This design comes from an exercise in tuning for small area, a short achievable clock period and few clock cycles on the open sky130 flow, not from production work. RTL that was checked went through simulation tests only; none was proved equivalent to the original. The RTL of run 2 was laid out without a check of its function. Power figures rest on the tool's default switching activity, not on a simulated workload.

--- flow/run.sh ---
#!/bin/bash
# synth_recipe.tcl (not shown) runs the flow's synth.tcl, then flattens the netlist and writes it again
# the make line also repeats each setting of config.mk as NAME=value (left out here)
make -C /OpenROAD-flow-scripts/flow DESIGN_CONFIG=/design/flow/config.mk WORK_HOME=/design/flow/orfs CLKGATE_MAP_FILE= SYNTH_SCRIPT=/design/flow/synth_recipe.tcl finish
--- flow/config.mk ---
export PLATFORM = sky130hd
export DESIGN_NAME = LASER
export DESIGN_NICKNAME = LASER
export VERILOG_FILES = /design/flow/design.v
export SDC_FILE = /design/flow/constraint.sdc
export NUM_CORES = 4
export LEC_CHECK = 0
export ABC_CLOCK_PERIOD_IN_PS = 3500
export CAP_MARGIN = 20
export CORE_MARGIN = 2
export CORE_UTILIZATION = 65
export SLEW_MARGIN = 20
--- flow/constraint.sdc ---
create_clock -name core_clock -period 11.0 [get_ports {CLK}]
set_input_delay 2.2000 -clock core_clock [delete_from_list [all_inputs] [get_ports {CLK}]]
set_output_delay 2.2000 -clock core_clock [all_outputs]
set_load 0.01 [all_outputs]
--- flow/design.v ---
module LASER_pcA(input [39:0] a, output [10:0] m);
  wire t1 = a[0] ^ a[1] ^ a[2];
  wire t2 = (a[0] & a[1]) | (a[0] & a[2]) | (a[1] & a[2]);
  wire t3 = a[3] ^ a[4] ^ a[5];
  wire t4 = (a[3] & a[4]) | (a[3] & a[5]) | (a[4] & a[5]);
  wire t5 = a[6] ^ a[7] ^ a[8];
  wire t6 = (a[6] & a[7]) | (a[6] & a[8]) | (a[7] & a[8]);
  wire t7 = a[9] ^ a[10] ^ a[11];
  wire t8 = (a[9] & a[10]) | (a[9] & a[11]) | (a[10] & a[11]);
  wire t9 = a[12] ^ a[13] ^ a[14];
  wire t10 = (a[12] & a[13]) | (a[12] & a[14]) | (a[13] & a[14]);
  wire t11 = a[15] ^ a[16] ^ a[17];
  wire t12 = (a[15] & a[16]) | (a[15] & a[17]) | (a[16] & a[17]);
  wire t13 = a[18] ^ a[19] ^ a[20];
  wire t14 = (a[18] & a[19]) | (a[18] & a[20]) | (a[19] & a[20]);
  wire t15 = a[21] ^ a[22] ^ a[23];
  wire t16 = (a[21] & a[22]) | (a[21] & a[23]) | (a[22] & a[23]);
  wire t17 = a[24] ^ a[25] ^ a[26];
  wire t18 = (a[24] & a[25]) | (a[24] & a[26]) | (a[25] & a[26]);
  wire t19 = a[27] ^ a[28] ^ a[29];
  wire t20 = (a[27] & a[28]) | (a[27] & a[29]) | (a[28] & a[29]);
  wire t21 = a[30] ^ a[31] ^ a[32];
  wire t22 = (a[30] & a[31]) | (a[30] & a[32]) | (a[31] & a[32]);
  wire t23 = a[33] ^ a[34] ^ a[35];
  wire t24 = (a[33] & a[34]) | (a[33] & a[35]) | (a[34] & a[35]);
  wire t25 = a[36] ^ a[37] ^ a[38];
  wire t26 = (a[36] & a[37]) | (a[36] & a[38]) | (a[37] & a[38]);
  wire t27 = t1 ^ t3 ^ t5;
  wire t28 = (t1 & t3) | (t1 & t5) | (t3 & t5);
  wire t29 = t7 ^ t9 ^ t11;
  wire t30 = (t7 & t9) | (t7 & t11) | (t9 & t11);
  wire t31 = t13 ^ t15 ^ t17;
  wire t32 = (t13 & t15) | (t13 & t17) | (t15 & t17);
  wire t33 = t19 ^ t21 ^ t23;
  wire t34 = (t19 & t21) | (t19 & t23) | (t21 & t23);
  wire t35 = t2 ^ t4 ^ t6;
  wire t36 = (t2 & t4) | (t2 & t6) | (t4 & t6);
  wire t37 = t8 ^ t10 ^ t12;
  wire t38 = (t8 & t10) | (t8 & t12) | (t10 & t12);
  wire t39 = t14 ^ t16 ^ t18;
  wire t40 = (t14 & t16) | (t14 & t18) | (t16 & t18);
  wire t41 = t20 ^ t22 ^ t24;
  wire t42 = (t20 & t22) | (t20 & t24) | (t22 & t24);
  wire t43 = t27 ^ t29 ^ t31;
  wire t44 = (t27 & t29) | (t27 & t31) | (t29 & t31);
  wire t45 = t33 ^ t25 ^ a[39];
  wire t46 = (t33 & t25) | (t33 & a[39]) | (t25 & a[39]);
  wire t47 = t28 ^ t30 ^ t32;
  wire t48 = (t28 & t30) | (t28 & t32) | (t30 & t32);
  wire t49 = t34 ^ t35 ^ t37;
  wire t50 = (t34 & t35) | (t34 & t37) | (t35 & t37);
  wire t51 = t39 ^ t41 ^ t26;
  wire t52 = (t39 & t41) | (t39 & t26) | (t41 & t26);
  wire t53 = t36 ^ t38 ^ t40;
  wire t54 = (t36 & t38) | (t36 & t40) | (t38 & t40);
  wire t55 = t44 ^ t46 ^ t47;
  wire t56 = (t44 & t46) | (t44 & t47) | (t46 & t47);
  wire t57 = t48 ^ t50 ^ t52;
  wire t58 = (t48 & t50) | (t48 & t52) | (t50 & t52);
  assign m[0] = t43;   
  assign m[1] = t45;   
  assign m[2] = t55;   
  assign m[3] = t49;   
  assign m[4] = t51;   
  assign m[5] = t56;   
  assign m[6] = t57;   
  assign m[7] = t53;   
  assign m[8] = t42;   
  assign m[9] = t58;   
  assign m[10] = t54;   
endmodule
module LASER_pcB(input [10:0] m, output [5:0] s);
  wire u1 = m[2] ^ m[3] ^ m[4];
  wire u2 = (m[2] & m[3]) | (m[2] & m[4]) | (m[3] & m[4]);
  wire u3 = m[5] ^ m[6] ^ m[7];
  wire u4 = (m[5] & m[6]) | (m[5] & m[7]) | (m[6] & m[7]);
  wire u5 = u2 ^ u3 ^ m[8];
  wire u6 = (u2 & u3) | (u2 & m[8]) | (u3 & m[8]);
  wire u7 = u4 ^ m[9] ^ m[10];
  wire u8 = (u4 & m[9]) | (u4 & m[10]) | (m[9] & m[10]);
  wire [5:0] r0 = {1'b0, u8, u6, u5, u1, m[0]};
  wire [5:0] r1 = {1'b0, 1'b0, u7, 1'b0, 1'b0, m[1]};
  assign s = r0 + r1;
endmodule
module LASER (
input CLK,
input RST,
input [3:0] X,
input [3:0] Y,
output [3:0] C1X,
output [3:0] C1Y,
output [3:0] C2X,
output [3:0] C2Y,
output reg DONE);
localparam [255:0] LE_T = {16'hffff, 16'h7fff, 16'h3fff, 16'h1fff, 16'h0fff, 16'h07ff, 16'h03ff, 16'h01ff, 16'h00ff, 16'h007f, 16'h003f, 16'h001f, 16'h000f, 16'h0007, 16'h0003, 16'h0001};
localparam [255:0] GE_T = {16'h8000, 16'hc000, 16'he000, 16'hf000, 16'hf800, 16'hfc00, 16'hfe00, 16'hff00, 16'hff80, 16'hffc0, 16'hffe0, 16'hfff0, 16'hfff8, 16'hfffc, 16'hfffe, 16'hffff};
localparam M_PRE = 3'd0, M_COL = 3'd1, M_D1 = 3'd2, M_D2 = 3'd3, M_ACT0 = 3'd4, M_ACT = 3'd5;
reg [7:0] ring [0:39];           
reg [7:0] lohi [0:39];           
reg [39:0] act;
reg run;                         
reg [5:0] icnt;                  
reg [2:0] mode;
reg [3:0] xn;                    
reg [3:0] x;                     
reg first;                       
reg sfirst;                      
reg cur;                         
reg [3:0] pass;
reg [7:0] cA, cB;                
reg [10:0] part [0:15];       
reg [3:0] xs;                    
reg s2v, s2first, s2last;
reg [3:0] xs3;                   
reg s3v, s3first, s3last;
reg [5:0] bcnt;                  
reg [7:0] bc;
assign C1X = cA[3:0];
assign C1Y = cA[7:4];
assign C2X = cB[3:0];
assign C2Y = cB[7:4];
function [4:0] f_sub(input [3:0] a, input [3:0] b);
    integer i;
    reg br;
    begin
        br = 1'b0;
        for (i = 0; i < 4; i = i + 1) begin
            f_sub[i] = a[i] ^ b[i] ^ br;
            br = (~a[i] & b[i]) | (~(a[i] ^ b[i]) & br);
        end
        f_sub[4] = br;
    end
endfunction
function [4:0] f_add(input [3:0] a, input [2:0] b);
    integer i;
    reg c;
    reg [3:0] bb;
    begin
        c = 1'b0;
        bb = {1'b0, b};
        for (i = 0; i < 4; i = i + 1) begin
            f_add[i] = a[i] ^ bb[i] ^ c;
            c = (a[i] & bb[i]) | ((a[i] ^ bb[i]) & c);
        end
        f_add[4] = c;
    end
endfunction
function f_ge7(input [6:0] a, input [6:0] b);
    integer i;
    begin
        f_ge7 = 1'b1;
        for (i = 0; i < 7; i = i + 1) f_ge7 = (a[i] & ~b[i]) | (~(a[i] ^ b[i]) & f_ge7);
    end
endfunction
function f_ge10(input [9:0] a, input [9:0] b);
    integer i;
    begin
        f_ge10 = 1'b1;
        for (i = 0; i < 10; i = i + 1) f_ge10 = (a[i] & ~b[i]) | (~(a[i] ^ b[i]) & f_ge10);
    end
endfunction
function f_le4(input [3:0] a, input [3:0] b);
    integer i;
    begin
        f_le4 = 1'b1;
        for (i = 0; i < 4; i = i + 1) f_le4 = (~a[i] & b[i]) | (~(a[i] ^ b[i]) & f_le4);
    end
endfunction
integer k;
always @(posedge CLK) begin
    for (k = 0; k < 39; k = k + 1) ring[k] <= ring[k+1];
    ring[39] <= run ? ring[0] : {Y, X};
end
wire [7:0] oth = cur ? cA : cB;    
wire [39:0] cv [0:15];
wire [39:0] ocv;
genvar gk, gu;
generate
for (gk = 0; gk < 40; gk = gk + 1) begin : pt
    wire [7:0] nx = ring[(gk + 1) % 40];
    wire [4:0] d = f_sub(nx[3:0], xn);
    reg [2:0] g;
    reg ok;
    always @(*) begin
        ok = 1'b1;
        case (d)
        5'd0: g = 3'd4;
        5'd1, 5'd2, 5'h1f, 5'h1e: g = 3'd3;
        5'd3, 5'h1d: g = 3'd2;
        5'd4, 5'h1c: g = 3'd0;
        default: begin g = 3'd0; ok = 1'b0; end
        endcase
    end
    wire [4:0] lo = f_sub(nx[7:4], {1'b0, g});    
    wire [4:0] hi = f_add(nx[7:4], g);              
    wire [3:0] loc = !ok ? 4'd15 : lo[4] ? 4'd0 : lo[3:0];
    wire [3:0] hic = !ok ? 4'd0 : hi[4] ? 4'd15 : hi[3:0];
    always @(posedge CLK) lohi[gk] <= {hic, loc};
    wire [3:0] l = lohi[gk][3:0];
    wire [3:0] h = lohi[gk][7:4];
    wire en = first | act[gk];
    for (gu = 0; gu < 16; gu = gu + 1) begin : un
        localparam [15:0] LEY = LE_T[16*gu +: 16];
        localparam [15:0] GEY = GE_T[16*gu +: 16];
        assign cv[gu][gk] = en & LEY[l] & GEY[h];
    end
    assign ocv[gk] = f_le4(l, oth[7:4]) & f_le4(oth[7:4], h);
end
endgenerate
wire [10:0] pa [0:15];
wire [5:0] cnt [0:15];
generate
for (gu = 0; gu < 16; gu = gu + 1) begin : pcs
    LASER_pcA ua (.a(cv[gu]), .m(pa[gu]));
    LASER_pcB ub (.m(part[gu]), .s(cnt[gu]));
end
endgenerate
wire [6:0] k0 = {1'b1, cnt[0]};
wire [6:0] k1 = {1'b1, cnt[1]};
wire [6:0] k2 = {1'b1, cnt[2]};
wire [6:0] k3 = {1'b1, cnt[3]};
wire [6:0] k4 = {1'b1, cnt[4]};
wire [6:0] k5 = {1'b1, cnt[5]};
wire [6:0] k6 = {1'b1, cnt[6]};
wire [6:0] k7 = {1'b1, cnt[7]};
wire [6:0] k8 = {1'b1, cnt[8]};
wire [6:0] k9 = {1'b1, cnt[9]};
wire [6:0] k10 = {1'b1, cnt[10]};
wire [6:0] k11 = {1'b1, cnt[11]};
wire [6:0] k12 = {1'b1, cnt[12]};
wire [6:0] k13 = {1'b1, cnt[13]};
wire [6:0] k14 = {1'b1, cnt[14]};
wire [6:0] k15 = {1'b1, cnt[15]};
wire c0_1 = f_ge7(k1, k0);
wire c0_2 = f_ge7(k2, k0);
wire c0_3 = f_ge7(k3, k0);
wire c1_2 = f_ge7(k2, k1);
wire c1_3 = f_ge7(k3, k1);
wire c2_3 = f_ge7(k3, k2);
wire w0 = ~c0_1 & ~c0_2 & ~c0_3;
wire w1 = c0_1 & ~c1_2 & ~c1_3;
wire w2 = c0_2 & c1_2 & ~c2_3;
wire w3 = c0_3 & c1_3 & c2_3;
wire [6:0] grk0 = ({7{w0}} & k0) | ({7{w1}} & k1) | ({7{w2}} & k2) | ({7{w3}} & k3);
wire [1:0] grl0 = ({2{w1}} & 2'd1) | ({2{w2}} & 2'd2) | ({2{w3}} & 2'd3);
wire c4_5 = f_ge7(k5, k4);
wire c4_6 = f_ge7(k6, k4);
wire c4_7 = f_ge7(k7, k4);
wire c5_6 = f_ge7(k6, k5);
wire c5_7 = f_ge7(k7, k5);
wire c6_7 = f_ge7(k7, k6);
wire w4 = ~c4_5 & ~c4_6 & ~c4_7;
wire w5 = c4_5 & ~c5_6 & ~c5_7;
wire w6 = c4_6 & c5_6 & ~c6_7;
wire w7 = c4_7 & c5_7 & c6_7;
wire [6:0] grk1 = ({7{w4}} & k4) | ({7{w5}} & k5) | ({7{w6}} & k6) | ({7{w7}} & k7);
wire [1:0] grl1 = ({2{w5}} & 2'd1) | ({2{w6}} & 2'd2) | ({2{w7}} & 2'd3);
wire c8_9 = f_ge7(k9, k8);
wire c8_10 = f_ge7(k10, k8);
wire c8_11 = f_ge7(k11, k8);
wire c9_10 = f_ge7(k10, k9);
wire c9_11 = f_ge7(k11, k9);
wire c10_11 = f_ge7(k11, k10);
wire w8 = ~c8_9 & ~c8_10 & ~c8_11;
wire w9 = c8_9 & ~c9_10 & ~c9_11;
wire w10 = c8_10 & c9_10 & ~c10_11;
wire w11 = c8_11 & c9_11 & c10_11;
wire [6:0] grk2 = ({7{w8}} & k8) | ({7{w9}} & k9) | ({7{w10}} & k10) | ({7{w11}} & k11);
wire [1:0] grl2 = ({2{w9}} & 2'd1) | ({2{w10}} & 2'd2) | ({2{w11}} & 2'd3);
wire c12_13 = f_ge7(k13, k12);
wire c12_14 = f_ge7(k14, k12);
wire c12_15 = f_ge7(k15, k12);
wire c13_14 = f_ge7(k14, k13);
wire c13_15 = f_ge7(k15, k13);
wire c14_15 = f_ge7(k15, k14);
wire w12 = ~c12_13 & ~c12_14 & ~c12_15;
wire w13 = c12_13 & ~c13_14 & ~c13_15;
wire w14 = c12_14 & c13_14 & ~c14_15;
wire w15 = c12_15 & c13_15 & c14_15;
wire [6:0] grk3 = ({7{w12}} & k12) | ({7{w13}} & k13) | ({7{w14}} & k14) | ({7{w15}} & k15);
wire [1:0] grl3 = ({2{w13}} & 2'd1) | ({2{w14}} & 2'd2) | ({2{w15}} & 2'd3);
reg [6:0] gk3 [0:3];
reg [3:0] gi3 [0:3];
always @(posedge CLK) begin
    gk3[0] <= grk0;
    gi3[0] <= {2'd0, grl0};
    gk3[1] <= grk1;
    gi3[1] <= {2'd1, grl1};
    gk3[2] <= grk2;
    gi3[2] <= {2'd2, grl2};
    gk3[3] <= grk3;
    gi3[3] <= {2'd3, grl3};
end
wire [7:0] mine = cur ? cB : cA;
wire d0_1 = f_ge7(gk3[1], gk3[0]);
wire d0_2 = f_ge7(gk3[2], gk3[0]);
wire d0_3 = f_ge7(gk3[3], gk3[0]);
wire d1_2 = f_ge7(gk3[2], gk3[1]);
wire d1_3 = f_ge7(gk3[3], gk3[1]);
wire d2_3 = f_ge7(gk3[3], gk3[2]);
wire v0 = ~d0_1 & ~d0_2 & ~d0_3;
wire tb0 = f_ge10({gk3[0][5:0], gi3[0]}, {bcnt, bc[7:4]});
wire eq0 = {gi3[0], xs3} == mine;
wire v1 = d0_1 & ~d1_2 & ~d1_3;
wire tb1 = f_ge10({gk3[1][5:0], gi3[1]}, {bcnt, bc[7:4]});
wire eq1 = {gi3[1], xs3} == mine;
wire v2 = d0_2 & d1_2 & ~d2_3;
wire tb2 = f_ge10({gk3[2][5:0], gi3[2]}, {bcnt, bc[7:4]});
wire eq2 = {gi3[2], xs3} == mine;
wire v3 = d0_3 & d1_3 & d2_3;
wire tb3 = f_ge10({gk3[3][5:0], gi3[3]}, {bcnt, bc[7:4]});
wire eq3 = {gi3[3], xs3} == mine;
wire take = s3first | (v0 & tb0) | (v1 & tb1) | (v2 & tb2) | (v3 & tb3);
wire [5:0] ccnt = ({6{v0}} & gk3[0][5:0]) | ({6{v1}} & gk3[1][5:0]) | ({6{v2}} & gk3[2][5:0]) | ({6{v3}} & gk3[3][5:0]);
wire [3:0] cy = ({4{v0}} & gi3[0]) | ({4{v1}} & gi3[1]) | ({4{v2}} & gi3[2]) | ({4{v3}} & gi3[3]);
wire ceq = take ? ((v0 & eq0) | (v1 & eq1) | (v2 & eq2) | (v3 & eq3)) : bc == mine;
wire [7:0] win = take ? {cy, xs3} : bc;
integer u;
always @(posedge CLK) begin
    for (u = 0; u < 16; u = u + 1) part[u] <= pa[u];
    xs <= x;
    s2v <= run && mode == M_COL && !DONE;
    s2first <= sfirst;
    s2last <= x == 15;
    xs3 <= xs;
    s3v <= s2v && !DONE;
    s3first <= s2first;
    s3last <= s2last;
    if (s3v) begin
        bcnt <= take ? ccnt : bcnt;
        bc <= win;
    end
    if (run && mode == M_ACT) begin
        for (k = 0; k < 39; k = k + 1) act[k] <= ~ocv[k+1];
        act[39] <= ~ocv[0];
    end else begin
        for (k = 0; k < 39; k = k + 1) act[k] <= act[k+1];
        act[39] <= act[0];
    end
    DONE <= 1'b0;
    if (RST) begin
        run <= 1'b0;
        icnt <= 0;
        s2v <= 1'b0;
        s3v <= 1'b0;
    end else if (!run) begin
        icnt <= icnt + 1;
        if (icnt == 39) begin
            run <= 1'b1;
            mode <= M_PRE;
            xn <= 1;
            first <= 1'b1;
            cur <= 1'b0;
            pass <= 0;
            cA <= 0;
            cB <= 0;
        end
    end else if (DONE) begin
        run <= 1'b0;
        icnt <= 0;
        s2v <= 1'b0;
        s3v <= 1'b0;
    end else begin
        sfirst <= 1'b0;
        case (mode)
        M_PRE, M_ACT: begin
            mode <= M_COL;
            x <= xn;
            xn <= xn + 1;
            sfirst <= 1'b1;
        end
        M_COL: begin
            x <= xn;
            xn <= xn + 1;
            if (x == 15) mode <= M_D1;
        end
        M_D1: begin
            mode <= M_D2;
            first <= 1'b0;
            xn <= win[3:0];
        end
        M_D2: begin
            mode <= take ? M_ACT0 : M_ACT;
            xn <= take ? 4'd15 : 4'd1;
        end
        default: begin   
            mode <= M_ACT;
            xn <= 1;
        end
        endcase
        if (s3v && s3last) begin
            if (cur) cB <= win; else cA <= win;
            cur <= ~cur;
            pass <= pass + 1;
            DONE <= ceq || pass == 15;
        end
    end
end
endmodule
==> impl_metrics.csv, run 1 <==
group,metric,value,unit
floorplan,die_w,328.0,µm
synthesis,synth_top_cell_area_share,26.81,%
synthesis,synth_edf_count,48,
setup_path,path_max_fanout,54,
timing,hold_ws,327.4,ps
timing,tightest_slew,919.5,ps
pwr,ir_drop,0.1521,mV
timing,tns,0,ps
synthesis,yosysSeqAreaShare,28.92,%
floorplan,num_rows,118,
setup_path,worstSetupPathType,"reg2reg",
clock_network,numCtsBuffers,102,
synthesis,syn-mean-instance-area,9.625,µm²
routing,drc,0,
min_path,worst_hold_path_type,"reg2reg",
synthesis,synth.most_common_cell,"inv_1",
timing,rsz0062_at_grt,"no",
clock_network,cts-htree-levels,3,
timing,max_clock_freq,209.3,MHz
final_layout,drive_gt1_share,3.395,%
clock_network,clk_pin_slew,60,ps
timing,slew_headroom,38.70,%
clock_network,cts_tree,"yes",
synthesis,ys_async_sr_fraction,0,%
final_layout,finalInstanceArea,73220,µm²
synthesis,yosysWarnings,11,
timing,setup_viol,0,
clock_network,cts_root_buf,"clkbuf_16",
routing,totalWireLength,212400,µm
pwr,powerDensity,127.4,nW/µm²
synthesis,synth_top_cell_by_area,"dfxtp_1",
routing,ant_nets,0,
timing,period_share,43.44,%
pwr,p_leak,0.03357,µW
synthesis,synth_common_cells,"inv_1 (1030), dfxtp_1 (914), fa_1 (808), ha_1 (657), nand2_1 (504)",
job,max_cap_violations,0,
floorplan,die_area,107600,µm²
clock_network,cts_sinks,962,
final_layout,syn2layout_area_growth,7.270,%
placement,place_area,69750,µm²
setup_path,worstSetupStartpointType,"register",
routing,via_count,53150,
clock_network,cts-resized-gates,0,
floorplan,die-height,328.0,µm
routing,dr.pass1.iters,9,
floorplan,core_area,103800,µm²
timing,final-hold-violation-count,0,
final_layout,utilization,70.54,%
final_layout,nNetsFinal,8520,
global_routing,track_usage,40.09,%
clock_network,cts_buffer_depth,3,
global_routing,grt_max_degree,55,
global_routing,grt_first_pass_wirelength,322300,µm
routing,wire_per_inst,24.95,µm
setup_path,cp_data_required_time,11580,ps
clock_network,ctsHoldBuffers,0,
synthesis,yosys_register_bits,962,
placement,gp_congestion,1.124,
timing,period_needed,4778,ps
synthesis,yosysUniqueCellTypes,67,
routing,first_iter_violations,6360,
routing,routed_via_density,6.244,
synthesis,syn_nets,8566,
synthesis,ys.flop_type,"dfxtp_1",
setup_path,critPathArrivalTime,5360,ps
setup_path,end_kind,"register",
floorplan,ios,27,
global_routing,antenna_found_initial,3,
clock_network,clk_latency,710,ps
clock_network,post_cts_buffers,0,
synthesis,synthTopCellsByArea,"dfxtp_1 (27%), fa_1 (24%), ha_1 (12%)",
global_routing,grt.overflow.total,0,
timing,clock-skew-final,46.42,ps
floorplan,initial_core_util,65.76,%
global_routing,grt_pass1_vias,53210,
placement,portBuffers,26,
run_status,status,"finished clean",
timing,slew_violations,0,
synthesis,postSynthCellCount,7091,
placement,dp_hpwl,170800,µm
synthesis,synth.cell_area,68250,µm²
## final cells by class
cell class	instances	area, µm²
tap	1380	1727
multi-input combinational	4898	43960
clock inverter	50	624.3
clock buffer	137	2836
fill	7767	30580
antenna	4	10.01
timing repair buffer	50	440.4
sequential	962	19740
inverter	1031	3879
## power by group
group | switching, µW | internal (µW)
combinational | 929 | 639
sequential | 433 | 3750
clock | 1500 | 2080
total | 2860 | 6470
## layout by cell type (no fill, tap or decap), types with 88 or more instances in the layout
cell type and n:
a21o_1 122, a21oi_1 410, clkbuf_16 104, dfxtp_1 914, fa_1 808, ha_1 657, inv_1 1025, nand2_1 504
nand2b_1 194, nand3_1 88, nor2_1 474, o21ai_0 471
## kinds of logic after synthesis
kind of cell / share of synthesized area [%]
AOI/OAI and AO/OA: 14.90
xor gates and xnor gates: 0.9239
adders and majority gates: 35.74
buffers and inverters: 6.773
DFF: 28.92
muxes: 0.4290
and+or+nand+nor: 12.31
## metrics by stage
step,power (µW),instances,setup WS (ps)
floorplan,5253,7091,5657
global placement,5712,8321,6309
detailed placement,5759,8321,6300
CTS,9307,8508,6295
global route,9726,8509,6058
finish,9329,8512,6222
## final timing paths
| check | start | to | slack, ps | depth (start not counted) |
|---|---|---|---|---|
| max | first$_DFFE_PP_ | part[9][2]$_DFF_P_ | 6220 | 11 |
| min reg2reg | xs[2]$_DFF_P_ | xs3[2]$_DFF_P_ | 330 | 0 |
| max reg2reg | first$_DFFE_PP_ | part[9][2]$_DFF_P_ | 6220 | 11 |
| min | xs[2]$_DFF_P_ | xs3[2]$_DFF_P_ | 330 | 0 |
## metal layers
| metal | wire length (µm) | global-route usage, % | vias to the layer above |
|---|---|---|---|
| li1 | - | - | 23790 |
| met1 | 84800 | 53.22 | 25960 |
| met2 | 93480 | 61.80 | 2821 |
| met3 | 21120 | 9.426 | 578 |
| met4 | 12990 | 20.10 | 0 |
| met5 | 0 | 0 | - |
## sequential cells by signal, summed over array words and instances (netlist names), 3 cells and up
| name | count |
|---|---|
| bcnt | 6 |
| xs | 4 |
| ring | 320 |
| lohi | 320 |
| act | 40 |
| bc | 8 |
| pass | 4 |
| xs3 | 4 |
| cA | 8 |
| gk3 | 28 |
| x | 4 |
| gi3 | 8 |
| icnt | 6 |
| mode | 3 |
| part | 176 |
| cB | 8 |
| xn | 4 |
## critical path, cell delays in order (launching register included)
cell	delay, ps
edfxtp_1	320
buf_4	340
buf_4	650
nor2_1	180
nor2b_1	370
a21boi_0	360
o311ai_0	250
fa_1	560
inv_1	80
fa_1	500
fa_1	470
fa_1	490
Testbench counts, summed over its fixed seeds: cycles 4,812.
==> run 2: changes to the inputs <==
--- a/flow/design.v
+++ b/flow/design.v
@@ -1,4 +1,4 @@
-module LASER_pcA(input [39:0] a, output [10:0] m);
+module LASER_pcA(input [39:0] a, output [12:0] m);
   wire t1 = a[0] ^ a[1] ^ a[2];
   wire t2 = (a[0] & a[1]) | (a[0] & a[2]) | (a[1] & a[2]);
   wire t3 = a[3] ^ a[4] ^ a[5];
@@ -53,33 +53,35 @@
   wire t52 = (t39 & t41) | (t39 & t26) | (t41 & t26);
   wire t53 = t36 ^ t38 ^ t40;
   wire t54 = (t36 & t38) | (t36 & t40) | (t38 & t40);
-  wire t55 = t44 ^ t46 ^ t47;
-  wire t56 = (t44 & t46) | (t44 & t47) | (t46 & t47);
-  wire t57 = t48 ^ t50 ^ t52;
-  wire t58 = (t48 & t50) | (t48 & t52) | (t50 & t52);
   assign m[0] = t43;   
   assign m[1] = t45;   
-  assign m[2] = t55;   
-  assign m[3] = t49;   
-  assign m[4] = t51;   
-  assign m[5] = t56;   
-  assign m[6] = t57;   
-  assign m[7] = t53;   
-  assign m[8] = t42;   
-  assign m[9] = t58;   
-  assign m[10] = t54;   
+  assign m[2] = t44;   
+  assign m[3] = t46;   
+  assign m[4] = t47;   
+  assign m[5] = t49;   
+  assign m[6] = t51;   
+  assign m[7] = t48;   
+  assign m[8] = t50;   
+  assign m[9] = t52;   
+  assign m[10] = t53;   
+  assign m[11] = t42;   
+  assign m[12] = t54;   
 endmodule
-module LASER_pcB(input [10:0] m, output [5:0] s);
+module LASER_pcB(input [12:0] m, output [5:0] s);
   wire u1 = m[2] ^ m[3] ^ m[4];
   wire u2 = (m[2] & m[3]) | (m[2] & m[4]) | (m[3] & m[4]);
-  wire u3 = m[5] ^ m[6] ^ m[7];
-  wire u4 = (m[5] & m[6]) | (m[5] & m[7]) | (m[6] & m[7]);
-  wire u5 = u2 ^ u3 ^ m[8];
-  wire u6 = (u2 & u3) | (u2 & m[8]) | (u3 & m[8]);
-  wire u7 = u4 ^ m[9] ^ m[10];
-  wire u8 = (u4 & m[9]) | (u4 & m[10]) | (m[9] & m[10]);
-  wire [5:0] r0 = {1'b0, u8, u6, u5, u1, m[0]};
-  wire [5:0] r1 = {1'b0, 1'b0, u7, 1'b0, 1'b0, m[1]};
+  wire u3 = m[7] ^ m[8] ^ m[9];
+  wire u4 = (m[7] & m[8]) | (m[7] & m[9]) | (m[8] & m[9]);
+  wire u5 = u1 ^ m[5] ^ m[6];
+  wire u6 = (u1 & m[5]) | (u1 & m[6]) | (m[5] & m[6]);
+  wire u7 = u2 ^ u3 ^ m[10];
+  wire u8 = (u2 & u3) | (u2 & m[10]) | (u3 & m[10]);
+  wire u9 = u6 ^ u7 ^ m[11];
+  wire u10 = (u6 & u7) | (u6 & m[11]) | (u7 & m[11]);
+  wire u11 = u8 ^ u4 ^ m[12];
+  wire u12 = (u8 & u4) | (u8 & m[12]) | (u4 & m[12]);
+  wire [5:0] r0 = {1'b0, u12, u10, u9, u5, m[0]};
+  wire [5:0] r1 = {1'b0, 1'b0, u11, 1'b0, 1'b0, m[1]};
   assign s = r0 + r1;
 endmodule
 module LASER (
@@ -108,7 +110,7 @@
 reg cur;                         
 reg [3:0] pass;
 reg [7:0] cA, cB;                
-reg [10:0] part [0:15];       
+reg [12:0] part [0:15];       
 reg [3:0] xs;                    
 reg s2v, s2first, s2last;
 reg [3:0] xs3;                   
@@ -178,7 +180,7 @@
 generate
 for (gk = 0; gk < 40; gk = gk + 1) begin : pt
     wire [7:0] nx = ring[(gk + 1) % 40];
-    wire [4:0] d = f_sub(nx[3:0], xn);
+    wire [4:0] d = {1'b0, nx[3:0]} - {1'b0, xn};
     reg [2:0] g;
     reg ok;
     always @(*) begin
@@ -191,8 +193,8 @@
         default: begin g = 3'd0; ok = 1'b0; end
         endcase
     end
-    wire [4:0] lo = f_sub(nx[7:4], {1'b0, g});    
-    wire [4:0] hi = f_add(nx[7:4], g);              
+    wire [4:0] lo = {1'b0, nx[7:4]} - {2'b00, g};    
+    wire [4:0] hi = {1'b0, nx[7:4]} + {2'b00, g};    
     wire [3:0] loc = !ok ? 4'd15 : lo[4] ? 4'd0 : lo[3:0];
     wire [3:0] hic = !ok ? 4'd0 : hi[4] ? 4'd15 : hi[3:0];
     always @(posedge CLK) lohi[gk] <= {hic, loc};
@@ -207,7 +209,7 @@
     assign ocv[gk] = f_le4(l, oth[7:4]) & f_le4(oth[7:4], h);
 end
 endgenerate
-wire [10:0] pa [0:15];
+wire [12:0] pa [0:15];
 wire [5:0] cnt [0:15];
 generate
 for (gu = 0; gu < 16; gu = gu + 1) begin : pcs
==> run 2 against run 1 <==
Critical path depth is 1 higher. Cell area up 10%. Total power rose by 12%. Largest cell class unchanged.
==> impl_metrics.csv, run 2 <==
group,metric,value,unit
run_status,status,"finished clean",
job,max_cap_violations,0,
floorplan,die-height,344.7,µm
synthesis,yosysWarnings,11,
synthesis,synthTopCellsByArea,"dfxtp_1 (25%), fa_1 (17%), ha_1 (16%)",
clock_network,cts_sinks,994,
global_routing,antenna_found_initial,7,
global_routing,grt_pass1_vias,58550,
pwr,powerDensity,130.0,nW/µm²
floorplan,die_w,344.7,µm
timing,slew_violations,0,
synthesis,synth.cell_area,75430,µm²
setup_path,path_depth,12,
synthesis,syn-mean-instance-area,9.053,µm²
synthesis,yosysUniqueCellTypes,65,
global_routing,grt_first_pass_wirelength,345900,µm
setup_path,cp_num_buf_inv,1,
setup_path,crit_path_top_delay_cell,"a21oi_1",
floorplan,ios,27,
clock_network,clk_pin_slew,60,ps
setup_path,crit_path_start,"part[6][7]$_DFF_P_",
floorplan,num_rows,124,
timing,final-hold-violation-count,0,
routing,via_count,60580,
clock_network,cts-htree-levels,3,
floorplan,initial_core_util,65.79,%
routing,first_iter_violations,6307,
final_layout,drive_gt1_share,4.559,%
min_path,worst_hold_path_type,"reg2reg",
global_routing,track_usage,38.19,%
pwr,p_leak,0.03774,µW
synthesis,synth.most_common_cell,"inv_1",
placement,dp_hpwl,183000,µm
setup_path,worstSetupStartpointType,"register",
floorplan,core_area,114700,µm²
setup_path,r2r_slack,6430,ps
setup_path,r2r-start,"part[6][7]$_DFF_P_",
synthesis,postSynthCellCount,8333,
setup_path,cp_common_cell,"fa_1",
setup_path,r2r-end,"gk3[1][1]$_DFF_P_",
synthesis,ys.flop_type,"dfxtp_1",
timing,slew_headroom,32.58,%
pwr,p_switching,3389,µW
final_layout,layout_common_cells,"inv_1 (1200), dfxtp_1 (946), ha_1 (942)",
setup_path,worstSetupPathType,"reg2reg",
timing,max_clock_freq,218.6,MHz
synthesis,ys_async_sr_fraction,0,%
timing,tns,0,ps
global_routing,grt_max_degree,44,
final_layout,nNetsFinal,9826,
clock_network,clk_latency,740,ps
clock_network,cts-resized-gates,0,
setup_path,end_kind,"register",
pwr,p_seq_share,42.0,%
setup_path,critPathArrivalTime,5150,ps
setup_path,worstSetupEndpoint,"gk3[1][1]$_DFF_P_",
placement,gp_congestion,1.113,
clock_network,post_cts_buffers,0,
clock_network,numCtsBuffers,108,
pwr,p_int,7102,µW
setup_path,slowest_delay,700,ps
pwr,power.share.clock,37.5,%
routing,routed_via_density,6.164,
floorplan,die_area,118800,µm²
timing,period_needed,4575,ps
final_layout,final_common_cell,"inv_1",
routing,wire_per_inst,23.02,µm
final_layout,finalInstanceArea,80710,µm²
clock_network,cts_root_buf,"clkbuf_16",
synthesis,synth_edf_count,48,
global_routing,grt.overflow.total,0,
synthesis,yosysSeqAreaShare,27.02,%
timing,tightest_slew,1001,ps
setup_path,path_max_fanout,12,
routing,ant_nets,0,
timing,clock-skew-final,34.03,ps
timing,period_share,41.59,%
pwr,ir_drop,0.1435,mV
clock_network,ctsHoldBuffers,0,
setup_path,rr_worst_depth,12,
clock_network,cts_buffer_depth,3,
pwr,netSwitchingFraction,32.31,%
synthesis,yosys_register_bits,994,
final_layout,reg.largest.list,"lohi: 320 flops, ring: 320 flops, part: 208 flops",
routing,dr.pass1.iters,8,
timing,rsz0062_at_grt,"no",
final_layout,syn2layout_area_growth,6.988,%
timing,setup_viol,0,
synthesis,synth_top_cell_area_share,25.11,%
setup_path,cp_data_required_time,11580,ps
setup_path,cp_cell_sequence,"fa_1 -> fa_1 -> fa_1 -> ha_1 -> a31oi_1 -> xor2_1 -> inv_1 -> ha_1 -> a21o_1 -> a21oi_1 -> or3_1 -> o2111ai_1",
synthesis,syn_nets,9933,
synthesis,synth_common_cells,"inv_1 (1206), dfxtp_1 (946), ha_1 (942), nor2_1 (697), a21oi_1 (694)",
synthesis,synth_top_cell_by_area,"dfxtp_1",
routing,totalWireLength,226200,µm
placement,place_area,76810,µm²
setup_path,cp_top_family,"adder cells",
placement,portBuffers,26,
routing,drc,0,
clock_network,cts_tree,"yes",
pwr,p_comb_share,20.6,%
[run 2: cell types whose count changed after synthesis, sizes merged, moves of 61 or more]
cell / before / now
or2: 26 / 138
xnor2: 33 / 160
o21bai: 0 / 75
a21o: 122 / 251
nand2: 504 / 419
fa: 808 / 648
a21oi: 410 / 694
nor2: 474 / 697
a211oi: 75 / 136
ha: 657 / 942
clkbuf: 173 / 245
nand2b: 194 / 123
inv: 1030 / 1206
o21ai: 472 / 342
[run 2: kinds of logic (layout without fill, tap and decap cells)]
family	Yosys count	count (layout)	synth area share (%)
adder cells (fa/ha/maj)	1590	1590	32.82
AND/OR/NAND/NOR	1991	1991	12.63
other	0	2	0
flip-flops	994	994	27.02
multiplexers	31	31	0.4312
AO/OA/AOI/OAI	2022	2022	17.05
buffers and inverters	1473	1454	7.354
XOR/XNOR	232	232	2.694
[run 2: final cells by class]
| type | count | area, µm² |
|---|---|---|
| Sequential cell | 994 | 20380 |
| Timing Repair Buffer | 49 | 432.9 |
| Clock inverter | 63 | 869.6 |
| Inverter | 1207 | 4541 |
| Multi-Input combinational cell | 5866 | 49580 |
| Clock buffer | 135 | 3007 |
| Antenna cell | 2 | 5.005 |
| Tap cell | 1512 | 1892 |
| Fill cell | 8929 | 33950 |
[run 2: power by group through the flow]
stage / registers (µW) / clock network (µW) / logic (µW)
after floorplan: 4130 / 0 / 1790
after global routing: 4430 / 4100 / 2420
after global placement: 4450 / 0 / 2030
after CTS: 4380 / 3960 / 2110
final: 4400 / 3930 / 2160
after detailed placement: 4450 / 0 / 2090
[run 2: how the worst min path moves through the flow]
stage,from,cells after the start,to
2_1_floorplan,s2first$_DFF_P_,0,s3first$_DFF_P_
3_3_place_gp,xs[1]$_DFF_P_,0,xs3[1]$_DFF_P_
3_5_place_dp,xs[1]$_DFF_P_,0,xs3[1]$_DFF_P_
4_1_cts,xs[1]$_DFF_P_,0,xs3[1]$_DFF_P_
5_1_grt,s2last$_DFF_P_,0,s3last$_DFF_P_
6_report,s2last$_DFF_P_,0,s3last$_DFF_P_
[run 2: stage by stage]
step | power, µW | utilization [%] | hold slack, ps | cells | setup slack [ps]
finish | 10490 | 70.39 | 326.2 | 9828 | 6425
global route | 10960 | 70.39 | 332.3 | 9826 | 6295
CTS | 10450 | 70.38 | 327.3 | 9826 | 6546
detailed placement | 6540 | 67.00 | 314.3 | 9628 | 6334
global placement | 6483 | 67.00 | 310.5 | 9628 | 6439
floorplan | 5920 | - | 309.6 | 8333 | 5477
[run 2: routing by layer]
layer / track usage (%) / vias up / share of wire [%]
met5: 0 / - / 0.013
met4: 17.79 / 4 / 5.3
met3: 7.239 / 526 / 9.2
met2: 57.95 / 2907 / 43
met1: 52.93 / 29070 / 42
li1: - / 28070 / -

-- what the ideal ports hide --
No port has a modelled driver above. Below, the same layouts with a new extraction and two added sets of constraints.
Step 1 assumes that a clkbuf_16 drives the clock port and a buf_2 every other input.
Step 2 also shifts input and output timing later by t, the mid clock arrival at the registers, as if the neighbouring blocks saw the same clock.
Slacks: no drivers / after step 1 / after step 2; pairs: no drivers / after step 1.
run | t, ns | setup WS [ns] | cell pins on the clock port's net
run 1 | 0.766 | 6.222 / 6.222 / 6.222 | 1
run 2 | 0.801 | 6.425 / 6.425 / 6.348 | 1
After both steps every run listed still meets setup and hold. The setup slack of run 2, which loses most, moves by 0.000 ns with the drivers and by -0.077 ns with both steps.
